This is an optimization exercise on Yosys and OpenROAD, whose aim is small area, a short achievable clock period and few clock cycles, not a production implementation.
In this exercise RTL edits were held to simulation tests only and were not proved equivalent to the original.
Power and IR drop assume default switching activity.

`design.v`:
```
module rv32i_core (
  input         clk,
  input         rst_n,
  output [31:0] imem_addr,
  input  [31:0] imem_rdata,
  output        dmem_valid,
  output        dmem_we,
  output [31:0] dmem_addr,
  output [31:0] dmem_wdata,
  output [3:0]  dmem_wstrb,
  input  [31:0] dmem_rdata,
  output        halted
);
  reg [31:0] rf [1:31];
  reg        x_v;         
  reg        halt_r;      
  reg [31:0] x_pc;
  reg [31:0] x_a;         
  reg [31:0] x_rs2;
  reg [31:0] x_imm;
  reg [4:0]  x_rd;
  reg        x_wen;       
  reg        x_useimm;    
  reg        x_sub;       
  reg        x_sra;
  reg [2:0]  x_f3;
  reg        x_br, x_jal, x_jalr, x_ld, x_st, x_halt;
  reg        x_rsum, x_rsll, x_rslt, x_rsltu, x_rxor, x_rsr, x_ror, x_rand, x_rld, x_rlink;
  wire [31:0] opb = x_useimm ? x_imm : x_rs2;
  wire [31:0] opb_x = x_sub ? ~opb : opb;
  wire [32:0] sum33 = {1'b0, x_a} + {1'b0, opb_x} + {32'b0, x_sub};
  wire [31:0] sum = sum33[31:0];
  wire        ltu = ~sum33[32];
  wire        lt  = (x_a[31] ^ opb[31]) ? x_a[31] : sum[31];
  wire        eq  = (x_a == x_rs2);
  wire        taken = (x_f3[2] ? (x_f3[1] ? ltu : lt) : eq) ^ x_f3[0];
  wire [4:0]  shamt = opb[4:0];
  reg  [31:0] sh_in, sh_rev;
  integer k;
  always @* begin
    for (k = 0; k < 32; k = k + 1) sh_in[k] = x_rsll ? x_a[31-k] : x_a[k];
  end
  wire        sh_fill = x_sra & x_a[31] & ~x_rsll;
  wire [31:0] sh_r = $signed({sh_fill, sh_in}) >>> shamt;
  always @* begin
    for (k = 0; k < 32; k = k + 1) sh_rev[k] = sh_r[31-k];
  end
  wire [31:0] pc4 = x_pc + 32'd4;
  wire [31:0] pc_tgt = x_pc + x_imm;
  wire [1:0]  ba = sum[1:0];
  wire [31:0] ld_sh = dmem_rdata >> {ba, 3'b000};
  reg  [31:0] ld_val;
  always @* begin
    case (x_f3[1:0])
      2'b00:   ld_val = {{24{ld_sh[7]  & ~x_f3[2]}}, ld_sh[7:0]};
      2'b01:   ld_val = {{16{ld_sh[15] & ~x_f3[2]}}, ld_sh[15:0]};
      default: ld_val = ld_sh;
    endcase
  end
  wire [31:0] wdata =
      ({32{x_rsum}}  & sum)
    | ({32{x_rsll}}  & sh_rev)
    | ({32{x_rslt}}  & {31'b0, lt})
    | ({32{x_rsltu}} & {31'b0, ltu})
    | ({32{x_rxor}}  & (x_a ^ opb))
    | ({32{x_rsr}}   & sh_r)
    | ({32{x_ror}}   & (x_a | opb))
    | ({32{x_rand}}  & (x_a & opb))
    | ({32{x_rld}}   & ld_val)
    | ({32{x_rlink}} & pc4);
  wire        x_we = x_v & x_wen;
  wire        redirect = x_v & (x_jal | x_jalr | (x_br & taken));
  assign imem_addr = redirect ? (x_jalr ? {sum[31:1], 1'b0} : pc_tgt) : pc4;
  assign dmem_valid = x_v & (x_ld | x_st);
  assign dmem_we    = x_st;
  assign dmem_addr  = sum;
  assign dmem_wdata = (x_f3[1:0] == 2'b00) ? {4{x_rs2[7:0]}} :
                      (x_f3[1:0] == 2'b01) ? {2{x_rs2[15:0]}} : x_rs2;
  assign dmem_wstrb = (x_f3[1:0] == 2'b00) ? (4'b0001 << ba) :
                      (x_f3[1:0] == 2'b01) ? (ba[1] ? 4'b1100 : 4'b0011) : 4'b1111;
  wire        halt_now = x_v & x_halt;
  assign halted = halt_r | halt_now;
  wire [31:0] in = imem_rdata;
  wire [6:0]  op = in[6:0];
  wire [2:0]  f3 = in[14:12];
  wire [4:0]  rs1 = in[19:15];
  wire [4:0]  rs2 = in[24:20];
  wire d_lui   = (op == 7'b0110111);
  wire d_auipc = (op == 7'b0010111);
  wire d_jal   = (op == 7'b1101111);
  wire d_jalr  = (op == 7'b1100111);
  wire d_br    = (op == 7'b1100011);
  wire d_ld    = (op == 7'b0000011);
  wire d_st    = (op == 7'b0100011);
  wire d_opi   = (op == 7'b0010011);
  wire d_op    = (op == 7'b0110011);
  wire d_known = d_lui | d_auipc | d_jal | d_jalr | d_br | d_ld | d_st | d_opi | d_op;
  wire d_alu   = d_op | d_opi;
  wire [31:0] imm_i = {{20{in[31]}}, in[31:20]};
  wire [31:0] imm_s = {{20{in[31]}}, in[31:25], in[11:7]};
  wire [31:0] imm_b = {{20{in[31]}}, in[7], in[30:25], in[11:8], 1'b0};
  wire [31:0] imm_u = {in[31:12], 12'b0};
  wire [31:0] imm_j = {{12{in[31]}}, in[19:12], in[20], in[30:21], 1'b0};
  wire [31:0] d_imm = d_st ? imm_s : d_br ? imm_b : (d_lui | d_auipc) ? imm_u : d_jal ? imm_j : imm_i;
  reg [31:0] rd1, rd2;
  integer r;
  always @* begin
    rd1 = 32'b0;
    rd2 = 32'b0;
    for (r = 1; r < 32; r = r + 1) begin
      rd1 = rd1 | ({32{rs1 == r}} & rf[r]);
      rd2 = rd2 | ({32{rs2 == r}} & rf[r]);
    end
  end
  wire fw1 = x_we & (x_rd == rs1);
  wire fw2 = x_we & (x_rd == rs2);
  wire [31:0] v1 = fw1 ? wdata : rd1;
  wire [31:0] v2 = fw2 ? wdata : rd2;
  wire halt_next = halt_r | halt_now;
  always @(posedge clk or negedge rst_n) begin
    if (!rst_n) begin
      x_v    <= 1'b0;
      halt_r <= 1'b0;
      x_pc   <= 32'hFFFF_FFFC;
    end else begin
      x_v    <= ~halt_next;
      halt_r <= halt_next;
      x_pc   <= imem_addr;
    end
  end
  always @(posedge clk) begin
    x_a      <= d_lui ? 32'b0 : d_auipc ? imem_addr : v1;
    x_rs2    <= v2;
    x_imm    <= d_imm;
    x_rd     <= in[11:7];
    x_wen    <= (in[11:7] != 5'd0) & (d_lui | d_auipc | d_jal | d_jalr | d_ld | d_alu);
    x_useimm <= ~(d_op | d_br);
    x_sub    <= d_br | (d_op & (f3 == 3'b000) & in[30]) | (d_alu & (f3[2:1] == 2'b01));
    x_sra    <= in[30];
    x_f3     <= f3;
    x_br     <= d_br;
    x_jal    <= d_jal;
    x_jalr   <= d_jalr;
    x_ld     <= d_ld;
    x_st     <= d_st;
    x_halt   <= ~d_known;
    x_rsum   <= d_lui | d_auipc | (d_alu & (f3 == 3'b000));
    x_rsll   <= d_alu & (f3 == 3'b001);
    x_rslt   <= d_alu & (f3 == 3'b010);
    x_rsltu  <= d_alu & (f3 == 3'b011);
    x_rxor   <= d_alu & (f3 == 3'b100);
    x_rsr    <= d_alu & (f3 == 3'b101);
    x_ror    <= d_alu & (f3 == 3'b110);
    x_rand   <= d_alu & (f3 == 3'b111);
    x_rld    <= d_ld;
    x_rlink  <= d_jal | d_jalr;
  end
  integer w;
  always @(posedge clk) begin
    for (w = 1; w < 32; w = w + 1)
      if (x_we && x_rd == w) rf[w] <= wdata;
  end
endmodule
```
`run.sh`:
```
#!/bin/bash
# synth_recipe.tcl (not shown) runs the flow's synth.tcl, then flattens the netlist and writes it again
# the make line also repeats each setting of config.mk as NAME=value (left out here)
make -C /OpenROAD-flow-scripts/flow DESIGN_CONFIG=/design/flow/config.mk WORK_HOME=/design/flow/orfs CLKGATE_MAP_FILE= SYNTH_SCRIPT=/design/flow/synth_recipe.tcl finish
```
`config.mk`:
```
export PLATFORM = sky130hd
export DESIGN_NAME = rv32i_core
export DESIGN_NICKNAME = rv32i_core
export VERILOG_FILES = /design/flow/design.v
export SDC_FILE = /design/flow/constraint.sdc
export NUM_CORES = 4
export LEC_CHECK = 0
export CAP_MARGIN = 20
export CORE_MARGIN = 2
export CORE_UTILIZATION = 25
export PLACE_DENSITY = 0.4
export SLEW_MARGIN = 20
```
`constraint.sdc`:
```
create_clock -name core_clock -period 10.0 [get_ports {clk}]
set_input_delay 2.0000 -clock core_clock [delete_from_list [all_inputs] [get_ports {clk}]]
set_output_delay 2.0000 -clock core_clock [all_outputs]
set_load 0.01 [all_outputs]
```
==> results.txt <==
==> worst register-to-register path, delay by kind of cell, from the launching register on <==
kind | cells | cell delay, ns
adders and majority gates | 1 | 0.38
DFF | 1 | 0.97
buffers and inverters | 1 | 0.38
and+or+nand+nor | 1 | 0.17
muxes | 1 | 0.35
xor gates and xnor gates | 1 | 0.14
AOI/OAI and AO/OA | 9 | 4.11
==> final timing paths <==
kind,start,end,slack [ns],cells past startpoint
setup / recovery,x_useimm$_DFF_P_,imem_addr[24],1.07,15
hold / removal,halt_r$_DFF_PN0_,halt_r$_DFF_PN0_,0.49,1
setup reg to reg,x_useimm$_DFF_P_,x_a[28]$_SDFF_PP0_,3.26,14
hold reg to reg,halt_r$_DFF_PN0_,halt_r$_DFF_PN0_,0.49,1
max in group asynchronous,rst_n,x_pc[1]$_DFF_PN0_,8.09,1
min in group asynchronous,rst_n,x_v$_DFF_PN0_,1.33,1
==> layer usage <==
| metal | routed length (um) | part of all wire, % | up-vias | track usage (%) |
|---|---|---|---|---|
| met4 | 24500 | 6.7 | 22 | 16.8 |
| met5 | 143 | 0.039 | - | 0.204 |
| met1 | 142000 | 39 | 26600 | 39.2 |
| li1 | - | - | 19400 | - |
| met2 | 156000 | 43 | 4529 | 45.8 |
| met3 | 42600 | 12 | 1143 | 8.71 |
==> layout make-up <==
| type | count | share of cell area (%) |
|---|---|---|
| multi-input cells | 3039 | 33.8 |
| clock inverters | 84 | 1.19 |
| inverters | 107 | 0.589 |
| well taps | 3009 | 5.49 |
| diodes | 7 | 0.0255 |
| flip-flops and latches | 1149 | 48.3 |
| clock buffers | 173 | 5.44 |
| repair buffers | 410 | 5.21 |
==> registers in the layout, indices dropped and copies added (netlist names), 3 cells and up <==
name,count
rf,992
x_a,32
x_imm,32
x_pc,32
x_rs2,32
x_rd,5
x_f3,3
==> metrics by stage <==
step           utilization, %  instances
5_1_grt                  30.2       7971
4_1_cts                  30.1       7967
6_report                 30.2       7978
3_5_place_dp             28.1       7710
2_1_floorplan               -       4637
3_3_place_gp             28.1       7709
==> cells in the mapped netlist (all sizes together) (22+ instances only) <==
| master | n |
|---|---|
| a21o | 39 |
| a21oi | 195 |
| a221oi | 247 |
| a222oi | 65 |
| a22o | 242 |
| a22oi | 435 |
| buf | 71 |
| clkbuf | 271 |
| dfstp | 30 |
| dfxtp | 123 |
| edfxtp | 992 |
| ha | 127 |
| inv | 102 |
| mux2 | 40 |
| mux2i | 159 |
| mux4 | 28 |
| nand2 | 193 |
| nand3 | 148 |
| nand4 | 144 |
| nor2 | 261 |
| nor3 | 69 |
| o211ai | 22 |
| o21ai | 129 |
| o221ai | 54 |
| xnor2 | 98 |
| xor2 | 58 |
==> cells in the final DEF (no fill, tap or decap), types with 15 or more instances in the layout <==
cell type / synthesis / routed
clkdlybuf4s50_1: 0 / 167
nor2_1: 261 / 167
dfxtp_1: 123 / 117
nand4_1: 144 / 144
mux2_2: 40 / 40
a211oi_1: 15 / 15
clkinv_1: 5 / 36
a22o_1: 242 / 242
clkbuf_16: 0 / 144
a21o_1: 39 / 38
a222oi_1: 65 / 65
clkbuf_1: 271 / 27
nand2b_1: 21 / 20
ha_1: 127 / 127
mux2i_1: 156 / 154
mux4_2: 28 / 28
nand2_1: 193 / 192
o21ai_0: 118 / 115
clkinv_2: 0 / 29
buf_4: 10 / 233
and2_1: 17 / 17
a21oi_1: 195 / 194
xnor2_1: 97 / 97
o221ai_1: 54 / 52
nor2_4: 0 / 93
nand3_1: 148 / 147
edfxtp_1: 992 / 992
nor3_1: 69 / 66
o211ai_1: 22 / 22
a221oi_1: 247 / 246
a31oi_1: 15 / 15
inv_1: 100 / 100
dfstp_2: 30 / 30
xor2_1: 58 / 58
o21a_1: 17 / 17
a22oi_1: 435 / 435
==> power by group through the flow <==
| stage | sequential, mW | clock (mW) | combinational [mW] |
|---|---|---|---|
| after global placement | 5.53 | 0 | 2.33 |
| after CTS | 5.43 | 5.20 | 2.32 |
| after floorplan | 5.43 | 0 | 1.14 |
| after global routing | 5.44 | 5.38 | 2.48 |
| after detailed placement | 5.53 | 0 | 2.31 |
| final | 5.44 | 5.17 | 2.39 |
==> kinds of logic after synthesis <==
| kind of cell | Yosys count | share of synthesized area (%) |
|---|---|---|
| buf+inv | 449 | 3.07 |
| simple gates | 947 | 8.02 |
| fa+ha+maj | 129 | 2.85 |
| xor+xnor | 156 | 2.40 |
| compound gates | 1580 | 21.0 |
| mux | 227 | 4.72 |
| flops | 1149 | 57.9 |
==> impl_metrics.toml <==
[logic_synthesis]
ys.flop_type = "edfxtp_1"
synth_seq_cells = 1149
synth_fp_nets = 4832
yosysSeqAreaShare_pct = 57.9
avgSynthCellArea_um2 = 12.3
netlist_top_cells_area = "edfxtp_1, a22oi_1, dfxtp_1"
yosys.area.top_type = "edfxtp_1"
ys_warn_count = 2
yosys.area.top_type_share_pct = 52.1
synth_edf_count = 992
synthArstFlopShare_pct = 2.96
syn_area_um2 = 57200
yosysUniqueCellTypes = 82
synth_cells = 4637

[cells_and_area]
drive_above_1_share_pct = 14.0
nets = 5041
n_fill_cell = 22800
seqCellArea_um2 = 33100
multi_input_area_um2 = 23200
stdcell_area_um2 = 68600
syn_to_final_growth_pct = 20.0

[place]
placed_cell_area_um2 = 64000
gp_congestion = 0.960
hpwlAfterDp_um = 233000
port_buffers = 168
dp_slack_ns = 1.92

[setup_path]
cp_top_family = "compound AO/OA/AOI/OAI gates"
worstPathRequired_ns = 8.00
path_cells = "mux2i_4 -> buf_4 -> xnor2_1 -> ha_1 -> nor2b_1 -> o31a_1 -> o41ai_1 -> o211ai_1 -> a31o_2 -> a21oi_1 -> nor4_1 -> o31ai_4 -> buf_4 -> mux2i_1 -> clkdlybuf4s50_1"
worst-path-max-fanout = 26
critPathArrivalTime_ns = 6.93
path_buf_inv = 3
path_class = "flop to primary output"
crit_top_cell = "buf_4"
crit_path_top_delay_cell = "dfxtp_2"
end_kind = "primary output"
cpPeakStageDelay_ns = 0.97
startpoint_type = "flop"

[pwr]
peakVddDrop_mv = 0.189
p_int_mw = 8.96
seq_power_share_pct = 41.8
p_per_area_nw_per_um2 = 189
switching_share_pct = 31.1
switchingPower_mw = 4.04
share_comb_of_total_power_pct = 18.4
clkPwrFrac_pct = 39.8
leakagePower_nw = 22.8
power.total_mw = 13.0

[clocking]
cts_tree = "done"
root_buffer = "clkbuf_16"
cts_resized = 0
cts.sinks = 1149
clock_path_buffers = 3
cts_hold_buf = 0
cts_buffers = 139
htreeDepth = 4
clkTransAtPathRegs_ns = 0.06
clk_latency_ns = 0.84
post_cts_buffers = 0

[grt]
grt_max_degree = 44
grt_pass1_wl_um = 474000
antenna_found_initial = 23
gr-total-overflow = 0
grt_usage_pct = 30.4
grt_pass1_vias = 48600

[run_status]
outcome = "no timing/DRC/antenna violations"

[drt]
drt_wl_total_um = 366000
wl_per_cell_um = 45.9
ant_nets = 0
dr.pass1.iters = 10
route.detailed.drc = 0
drt_iter0_markers = 9914
routed_via_density = 6.47
dr_total_vias = 51600

[hold_path]
hp-class = "flop to flop"

[timing]
tightestPinTransition_ns = 1.33
rsz0062_at_grt = "false"
finalCriticalPeriod_ns = 8.93
relSlewSlack_pct = 11.0
setup_ws_ns = 1.07
post-route-period-util_pct = 89.3
fmax_mhz = 112
setup_viol = 0
hold_viol = 0
holdWs_ns = 0.495
fin_setup_tns_ns = 0
skew_ns = 0.0501
report.final.slew_viol_count = 0

[floorplan]
dieWidth_um = 482
row_count = 175
num_io_pins = 169
start_util_pct = 25.1
core_area_um2 = 227000
die_area_um2 = 233000
die_h_um = 482

[job]
cap_violations = 0
Testbench counts, summed over its fixed seeds: cycles 69,486.

[afterwards: timing with drivers on the ports]
No port has a modelled driver above. Below, the same layout with a new extraction and two added sets of constraints.
Step 1 assumes that a clkbuf_16 drives the clock port and a buf_2 every other input.
Step 2 moves the port delays by t, midway between the first and last clock arrival at a register: inputs arrive t later, outputs are due t later. That takes back most of the time a late clock gives input paths.
Slacks: no drivers / after step 1 / after step 2; pairs: no drivers / after step 1.
t, ns: 0.907
setup WS [ns]: 1.072 / 0.978 / 1.885
hold WS [ns]: 0.495 / 0.495 / 0.495
slew at the worst register clock pin (ns): 0.06 / 0.06
After both steps setup and hold are still met in this run. For this run, drivers alone change the setup slack by -0.094 ns; drivers and shift together by +0.813 ns.
